This design comes from an exercise in tuning for small area on the open sky130 flow, not from production work.
Where RTL was checked, it was by simulation tests only, not by an equivalence proof against the original.
The flow treats the clock pin as an ideal source, which a real chip does not have.
Power figures rest on the tool's default switching activity, not on a simulated workload.

==> 03-20 <==
## timer_mary89
module timer_mary89(clock, reset, adjust, start_stop, mode, d5, d4, d3, d2, d1, d0);
==> flow/config.mk <==
export PLATFORM = sky130hd
export DESIGN_NAME = timer_mary89
export DESIGN_NICKNAME = timer_mary89
export VERILOG_FILES = /design/flow/design.v
export SDC_FILE = /design/flow/constraint.sdc
export NUM_CORES = 4
export LEC_CHECK = 0
export CAP_MARGIN = 20
export CORE_MARGIN = 2
export CORE_UTILIZATION = 65
export SLEW_MARGIN = 20
==> flow/constraint.sdc <==
create_clock -name core_clock -period 5.0 [get_ports {clock}]
set_input_delay 1.0000 -clock core_clock [delete_from_list [all_inputs] [get_ports {clock}]]
set_output_delay 1.0000 -clock core_clock [all_outputs]
set_load 0.01 [all_outputs]
standard.sh (not shown) runs the stock make flow with config.mk's settings and CLKGATE_MAP_FILE= SYNTH_SCRIPT=/design/flow/synth_recipe.tcl, a recipe that flattens the netlist after the stock synthesis.
==> flow/flow/run.sh <==
#!/bin/bash
# Own layout flow: the standard ORFS flow with the standard synthesis unchanged, and:
# * port buffers of the smallest buffer (buf_1) instead of the resizer's default choice;
# * timing-driven placement keeps no resizer buffers (GPL_KEEP_OVERFLOW=0);
# * the clock tree built by hand before CTS (flow/man_cts.tcl): the flip-flops split by
#   position into 3 clusters, each driven by one clkbuf_8 fed from the clock port;
#   TritonCTS skips those nets. Every register gets the same one-buffer clock path.
# Each step's full output goes to the ORFS logs (orfs/logs/...) and to flow_orfs.log here.
set -euo pipefail
here=$(pwd)
CTS="-sink_clustering_enable -repair_clock_nets -dont_use_dummy_load -buf_list sky130_fd_sc_hd__clkbuf_8"
bash standard.sh "CTS_ARGS=$CTS" "PRE_CTS_TCL=$here/flow/man_cts.tcl" \
  "BUFFER_PORTS_ARGS=-buffer_cell sky130_fd_sc_hd__buf_1" GPL_KEEP_OVERFLOW=0 MAN_CTS_N=4 MAN_CTS_BUF=sky130_fd_sc_hd__clkbuf_8 finish > flow_orfs.log 2>&1
==> flow/flow/man_cts.tcl <==
# manual clock tree: cluster the flip-flops by position into N groups, one clock buffer each
proc manual_clock_tree {nclus bufcell} {
  set block [ord::get_db_block]
  set clknet [$block findNet clock]
  set sinks {}
  foreach it [$clknet getITerms] {
    set inst [$it getInst]
    lappend sinks [list $it [lindex [$inst getLocation] 0] [lindex [$inst getLocation] 1]]
  }
  # sort by x then split into columns: simple k-means on x,y
  set n [llength $sinks]
  # init centers along x-sorted order
  set sorted [lsort -integer -index 1 $sinks]
  set centers {}
  for {set c 0} {$c < $nclus} {incr c} {
    set s [lindex $sorted [expr {int(($c + 0.5) * $n / $nclus)}]]
    lappend centers [list [lindex $s 1] [lindex $s 2]]
  }
  for {set iter 0} {$iter < 20} {incr iter} {
    set assign {}
    foreach s $sinks {
      set best 0; set bd 1e18
      for {set c 0} {$c < $nclus} {incr c} {
        set dx [expr {[lindex $s 1] - [lindex [lindex $centers $c] 0]}]
        set dy [expr {[lindex $s 2] - [lindex [lindex $centers $c] 1]}]
        set d [expr {abs($dx) + abs($dy)}]
        if {$d < $bd} {set bd $d; set best $c}
      }
      lappend assign $best
    }
    set newc {}
    for {set c 0} {$c < $nclus} {incr c} {
      set sx 0; set sy 0; set k 0
      foreach s $sinks a $assign { if {$a == $c} { set sx [expr {$sx + [lindex $s 1]}]; set sy [expr {$sy + [lindex $s 2]}]; incr k } }
      if {$k > 0} { lappend newc [list [expr {$sx / $k}] [expr {$sy / $k}]] } else { lappend newc [lindex $centers $c] }
    }
    set centers $newc
  }
  set master [[ord::get_db] findMaster $bufcell]
  for {set c 0} {$c < $nclus} {incr c} {
    set inst [odb::dbInst_create $block $master "clkbuf_man_$c"]
    set net [odb::dbNet_create $block "clknet_man_$c"]
    $net setSigType CLOCK
    [$inst findITerm A] connect $clknet
    [$inst findITerm X] connect $net
    $inst setLocation [expr {int([lindex [lindex $centers $c] 0])}] [expr {int([lindex [lindex $centers $c] 1])}]
    $inst setPlacementStatus PLACED
    set k 0
    foreach s $sinks a $assign { if {$a == $c} { set it [lindex $s 0]; $it disconnect; $it connect $net; incr k } }
    puts "clock cluster $c: $k sinks"
  }
}
# Build the clock tree by hand: NCL clusters of flip-flops, one clock buffer each, driven
# straight from the clock port. TritonCTS is then told to skip these nets.
set ncl 3
set bufc sky130_fd_sc_hd__clkbuf_8
if {[info exists ::env(MAN_CTS_N)]} { set ncl $::env(MAN_CTS_N) }
if {[info exists ::env(MAN_CTS_BUF)]} { set bufc $::env(MAN_CTS_BUF) }
manual_clock_tree $ncl $bufc
set skip {clock}
for {set c 0} {$c < $ncl} {incr c} { lappend skip clknet_man_$c }
set_cts_config -skip_nets $skip
set_propagated_clock [all_clocks]
==> inputs of 07-10, as changes to 03-20 <==
--- a/flow/design.v
+++ b/flow/design.v
@@ -4,24 +4,24 @@
 	reg [4:0] state;
 	reg [5:0] tick;      
 	reg [4:0] flash;     
 	reg       h;         
 	reg [3:0] c0; reg [2:0] c1; reg [3:0] c2; reg [2:0] c3; reg [1:0] c4; reg c5;
 	reg [3:0] k0; reg [2:0] k1; reg [3:0] k2; reg [2:0] k3; reg [1:0] k4; reg k5;
 	reg [3:0] a0; reg [2:0] a1; reg a2;
 	reg [3:0] al0, al1, al2; reg [2:0] al4;
-	wire click = tick[4] & ~tick[2] & ~tick[1] & ~tick[0];
+	wire click = ~tick[5] & ~tick[4] & ~tick[2] & ~tick[0];
 	always @(posedge clock or negedge reset)
-		if (!reset) tick <= 6'd49;
-		else tick <= {tick[4:0], tick[5] ^ tick[4] ^ click};
+		if (!reset) tick <= 6'd16;
+		else tick <= {tick[4:3], tick[2], tick[1] & ~click, tick[0], tick[5] ^ tick[0]};
 	wire fl = ~flash[3] & ~flash[1] & ~flash[0];
 	always @(posedge clock or negedge reset)
-		if (!reset) flash <= 5'd9;
-		else flash <= {flash[3:0], flash[4] ^ flash[2] ^ fl};
+		if (!reset) flash <= 5'd1;
+		else flash <= {flash[3], flash[2] & ~fl, flash[1:0], flash[4] ^ flash[1]};
 	wire st0  = (~state[0] & ~state[1] & ~state[2] & ~state[3] & ~state[4]);
 	wire st3  = (state[0] & state[1] & ~state[2] & ~state[3] & ~state[4]);
 	wire st4  = (~state[0] & ~state[1] & state[2] & ~state[3]);
 	wire st6  = (~state[0] & state[1] & state[2] & ~state[3]);
 	wire st7  = (state[0] & state[1] & state[2] & ~state[3]);
 	wire st14 = (~state[0] & state[1] & state[2] & state[3]);
 	wire st16 = (~state[0] & ~state[1] & state[4]);
 	wire st17 = (state[0] & ~state[1] & state[4]);
==> flow/flow/run.sh (replaced) <==
#!/bin/bash
# Own layout flow: the standard ORFS flow with the standard synthesis unchanged, and:
# * port buffers of the smallest buffer (buf_1) instead of the resizer's default choice;
# * timing-driven placement keeps no resizer buffers (GPL_KEEP_OVERFLOW=0);
# * the clock tree built by hand before CTS (flow/man_cts.tcl): the flip-flops split by
#   position into 3 equal groups, each driven by one clkbuf_16 fed from the clock port;
#   TritonCTS skips those nets. Every register gets the same one-buffer clock path.
# Each step's full output goes to the ORFS logs (orfs/logs/...) and to flow_orfs.log here.
set -euo pipefail
here=$(pwd)
CTS="-sink_clustering_enable -repair_clock_nets -dont_use_dummy_load -buf_list sky130_fd_sc_hd__clkbuf_8"
bash standard.sh "CTS_ARGS=$CTS" "PRE_CTS_TCL=$here/flow/man_cts.tcl" \
  "BUFFER_PORTS_ARGS=-buffer_cell sky130_fd_sc_hd__buf_1" GPL_KEEP_OVERFLOW=0 MAN_CTS_N=3 MAN_CTS_BUF=sky130_fd_sc_hd__clkbuf_16 finish > flow_orfs.log 2>&1
==> flow/flow/man_cts.tcl (replaced) <==
# Clock tree built by hand before CTS: the flip-flops are split by position into NCL groups
# of equal size (alternate median cuts in x and y), each group driven by one clock buffer
# placed at its centre and fed straight from the clock port. TritonCTS then skips these nets.
proc split_groups {items n axis} {
  if {$n <= 1} { return [list $items] }
  set idx [expr {$axis == 0 ? 1 : 2}]
  set sorted [lsort -integer -index $idx $items]
  set n1 [expr {$n / 2}]
  set k [expr {int(round([llength $sorted] * double($n1) / $n))}]
  set a [lrange $sorted 0 [expr {$k - 1}]]
  set b [lrange $sorted $k end]
  return [concat [split_groups $a $n1 [expr {1 - $axis}]] [split_groups $b [expr {$n - $n1}] [expr {1 - $axis}]]]
}

proc manual_clock_tree {nclus bufcell} {
  set block [ord::get_db_block]
  set clknet [$block findNet clock]
  set sinks {}
  set xmin 1e18; set xmax -1e18; set ymin 1e18; set ymax -1e18
  foreach it [$clknet getITerms] {
    set inst [$it getInst]
    set bb [$inst getBBox]
    set x [expr {([$bb xMin] + [$bb xMax]) / 2}]
    set y [expr {([$bb yMin] + [$bb yMax]) / 2}]
    lappend sinks [list $it $x $y]
    set xmin [expr {min($xmin, $x)}]; set xmax [expr {max($xmax, $x)}]
    set ymin [expr {min($ymin, $y)}]; set ymax [expr {max($ymax, $y)}]
  }
  set axis [expr {($xmax - $xmin) >= ($ymax - $ymin) ? 0 : 1}]
  set groups [split_groups $sinks $nclus $axis]
  set master [[ord::get_db] findMaster $bufcell]
  set c 0
  foreach g $groups {
    set inst [odb::dbInst_create $block $master "clkbuf_man_$c"]
    set net [odb::dbNet_create $block "clknet_man_$c"]
    $net setSigType CLOCK
    [$inst findITerm A] connect $clknet
    [$inst findITerm X] connect $net
    set sx 0; set sy 0
    foreach s $g {
      set it [lindex $s 0]
      $it disconnect
      $it connect $net
      set sx [expr {$sx + [lindex $s 1]}]; set sy [expr {$sy + [lindex $s 2]}]
    }
    set k [llength $g]
    $inst setLocation [expr {int($sx / $k)}] [expr {int($sy / $k)}]
    $inst setPlacementStatus PLACED
    puts "clock group $c: $k flip-flops, buffer at [expr {$sx / $k / 1000.0}] [expr {$sy / $k / 1000.0}] um"
    incr c
  }
}

set ncl 4
set bufc sky130_fd_sc_hd__clkbuf_8
if {[info exists ::env(MAN_CTS_N)]} { set ncl $::env(MAN_CTS_N) }
if {[info exists ::env(MAN_CTS_BUF)]} { set bufc $::env(MAN_CTS_BUF) }
manual_clock_tree $ncl $bufc
set skip {clock}
for {set c 0} {$c < $ncl} {incr c} { lappend skip clknet_man_$c }
set_cts_config -skip_nets $skip
set_propagated_clock [all_clocks]
- CORE_UTILIZATION: 65 -> 70
==> inputs of 05-07, as changes to 03-20 <==
--- a/flow/flow/run.sh
+++ b/flow/flow/run.sh
@@ -5,9 +5,9 @@
 # * the clock tree built by hand before CTS (flow/man_cts.tcl): the flip-flops split by
 #   position into 3 clusters, each driven by one clkbuf_8 fed from the clock port;
 #   TritonCTS skips those nets. Every register gets the same one-buffer clock path.
 # Each step's full output goes to the ORFS logs (orfs/logs/...) and to flow_orfs.log here.
 set -euo pipefail
 here=$(pwd)
 CTS="-sink_clustering_enable -repair_clock_nets -dont_use_dummy_load -buf_list sky130_fd_sc_hd__clkbuf_8"
 bash standard.sh "CTS_ARGS=$CTS" "PRE_CTS_TCL=$here/flow/man_cts.tcl" \
-  "BUFFER_PORTS_ARGS=-buffer_cell sky130_fd_sc_hd__buf_1" GPL_KEEP_OVERFLOW=0 MAN_CTS_N=4 MAN_CTS_BUF=sky130_fd_sc_hd__clkbuf_8 finish > flow_orfs.log 2>&1
+  "BUFFER_PORTS_ARGS=-buffer_cell sky130_fd_sc_hd__buf_1" GPL_KEEP_OVERFLOW=0 MAN_CTS_N=3 MAN_CTS_BUF=sky130_fd_sc_hd__clkbuf_16 finish > flow_orfs.log 2>&1
==> flow/flow/man_cts.tcl (replaced) <==
# Clock tree built by hand before CTS: the flip-flops are split by position into NCL groups
# of equal size (alternate median cuts in x and y), each group driven by one clock buffer
# placed at its centre and fed straight from the clock port. TritonCTS then skips these nets.
proc split_groups {items n axis} {
  if {$n <= 1} { return [list $items] }
  set idx [expr {$axis == 0 ? 1 : 2}]
  set sorted [lsort -integer -index $idx $items]
  set n1 [expr {$n / 2}]
  set k [expr {int(round([llength $sorted] * double($n1) / $n))}]
  set a [lrange $sorted 0 [expr {$k - 1}]]
  set b [lrange $sorted $k end]
  return [concat [split_groups $a $n1 [expr {1 - $axis}]] [split_groups $b [expr {$n - $n1}] [expr {1 - $axis}]]]
}

proc manual_clock_tree {nclus bufcell} {
  set block [ord::get_db_block]
  set clknet [$block findNet clock]
  set sinks {}
  set xmin 1e18; set xmax -1e18; set ymin 1e18; set ymax -1e18
  foreach it [$clknet getITerms] {
    set inst [$it getInst]
    set bb [$inst getBBox]
    set x [expr {([$bb xMin] + [$bb xMax]) / 2}]
    set y [expr {([$bb yMin] + [$bb yMax]) / 2}]
    lappend sinks [list $it $x $y]
    set xmin [expr {min($xmin, $x)}]; set xmax [expr {max($xmax, $x)}]
    set ymin [expr {min($ymin, $y)}]; set ymax [expr {max($ymax, $y)}]
  }
  set axis [expr {($xmax - $xmin) >= ($ymax - $ymin) ? 0 : 1}]
  set groups [split_groups $sinks $nclus $axis]
  set master [[ord::get_db] findMaster $bufcell]
  set c 0
  foreach g $groups {
    set inst [odb::dbInst_create $block $master "clkbuf_man_$c"]
    set net [odb::dbNet_create $block "clknet_man_$c"]
    $net setSigType CLOCK
    [$inst findITerm A] connect $clknet
    [$inst findITerm X] connect $net
    set sx 0; set sy 0
    foreach s $g {
      set it [lindex $s 0]
      $it disconnect
      $it connect $net
      set sx [expr {$sx + [lindex $s 1]}]; set sy [expr {$sy + [lindex $s 2]}]
    }
    set k [llength $g]
    $inst setLocation [expr {int($sx / $k)}] [expr {int($sy / $k)}]
    $inst setPlacementStatus PLACED
    puts "clock group $c: $k flip-flops, buffer at [expr {$sx / $k / 1000.0}] [expr {$sy / $k / 1000.0}] um"
    incr c
  }
}

set ncl 4
set bufc sky130_fd_sc_hd__clkbuf_8
if {[info exists ::env(MAN_CTS_N)]} { set ncl $::env(MAN_CTS_N) }
if {[info exists ::env(MAN_CTS_BUF)]} { set bufc $::env(MAN_CTS_BUF) }
manual_clock_tree $ncl $bufc
set skip {clock}
for {set c 0} {$c < $ncl} {incr c} { lappend skip clknet_man_$c }
set_cts_config -skip_nets $skip
set_propagated_clock [all_clocks]
- CORE_UTILIZATION: 65 -> 70
==> run summary <==
The pre-CTS worst setup slack is 1460 ps. For the final database, setup skew stands at 9.63 ps. Internal power comes to 1.20 mW. The flow ran to the end and the layout has no timing, DRC or antenna violations.

The floorplan die width came out at 80.8 µm. In the layout the commonest cells are 64 x sky130_fd_sc_hd__nand2_1, 63 x sky130_fd_sc_hd__nor2_1, 58 x sky130_fd_sc_hd__dfxtp_1, 32 x sky130_fd_sc_hd__a21oi_1, 28 x sky130_fd_sc_hd__o21ai_0.
# the run above: 05-07

==> run summary <==
The flow ran to the end and the layout has no timing, DRC or antenna violations. By area, the combinational part of the netlist is dominated by simple AND/OR/NAND/NOR gates. The top cell types in the final layout, fill and taps aside, are 64 x sky130_fd_sc_hd__nand2_1, 63 x sky130_fd_sc_hd__nor2_1, 58 x sky130_fd_sc_hd__dfxtp_1, 32 x sky130_fd_sc_hd__a21oi_1, 28 x sky130_fd_sc_hd__o21ai_0.

The highest-power group is combinational logic. The clock skew after layout is 43.2 ps. Internal power comes to 1.17 mW. The met2 wire length came out at 4570 µm. Per report_power, the combinational group accounts for 47.3% of the total.
# the run above: 03-20

==> run summary <==
The flow ran to the end and the layout has no timing, DRC or antenna violations. The internal portion of the total power is 1.33 mW. The pre-CTS worst setup slack came out at 1480 ps. The library cells used most frequently in the layout, excluding fill and tap cells, are 60 x sky130_fd_sc_hd__nor2_1, 58 x sky130_fd_sc_hd__dfxtp_1, 47 x sky130_fd_sc_hd__nand2_1, 34 x sky130_fd_sc_hd__a21oi_1, 34 x sky130_fd_sc_hd__o21ai_0. Clock skew on the completed layout was measured at 9.11 ps. The final setup slack of the worst path came out at 1200 ps.

The floorplan die width came out at 80.3 µm.
# the run above: 07-10

The RTL of 03-20 and 05-07 was laid out without a check of its function.

[separate check: timing with driven ports]
The flow's constraints put no driver on any port. The routed layouts listed below were extracted and timed again, unchanged, in two steps.
Step 1 assumes that a clkbuf_16 drives the clock port and a buf_2 every other input.
Step 2 moves the port delays by t, midway between the first and last clock arrival at a register: inputs arrive t later, outputs are due t later. That takes back most of the time a late clock gives input paths.
Three values: no drivers, after step 1, after step 2; two values: the first two.
run | t (ns) | slack for setup (ns) | clock arrival spread, ns | slew at the worst register clock pin (ns)
03-20 | 0.214 | 1.200 / 1.138 / 1.352 | 0.044 / 0.043 | 0.12 / 0.12
07-10 | 0.223 | 1.199 / 1.134 / 1.357 | 0.011 / 0.011 | 0.10 / 0.10
05-07 | 0.218 | 1.181 / 1.119 / 1.337 | 0.010 / 0.009 | 0.10 / 0.10
After both steps setup and hold are still met in every run listed.
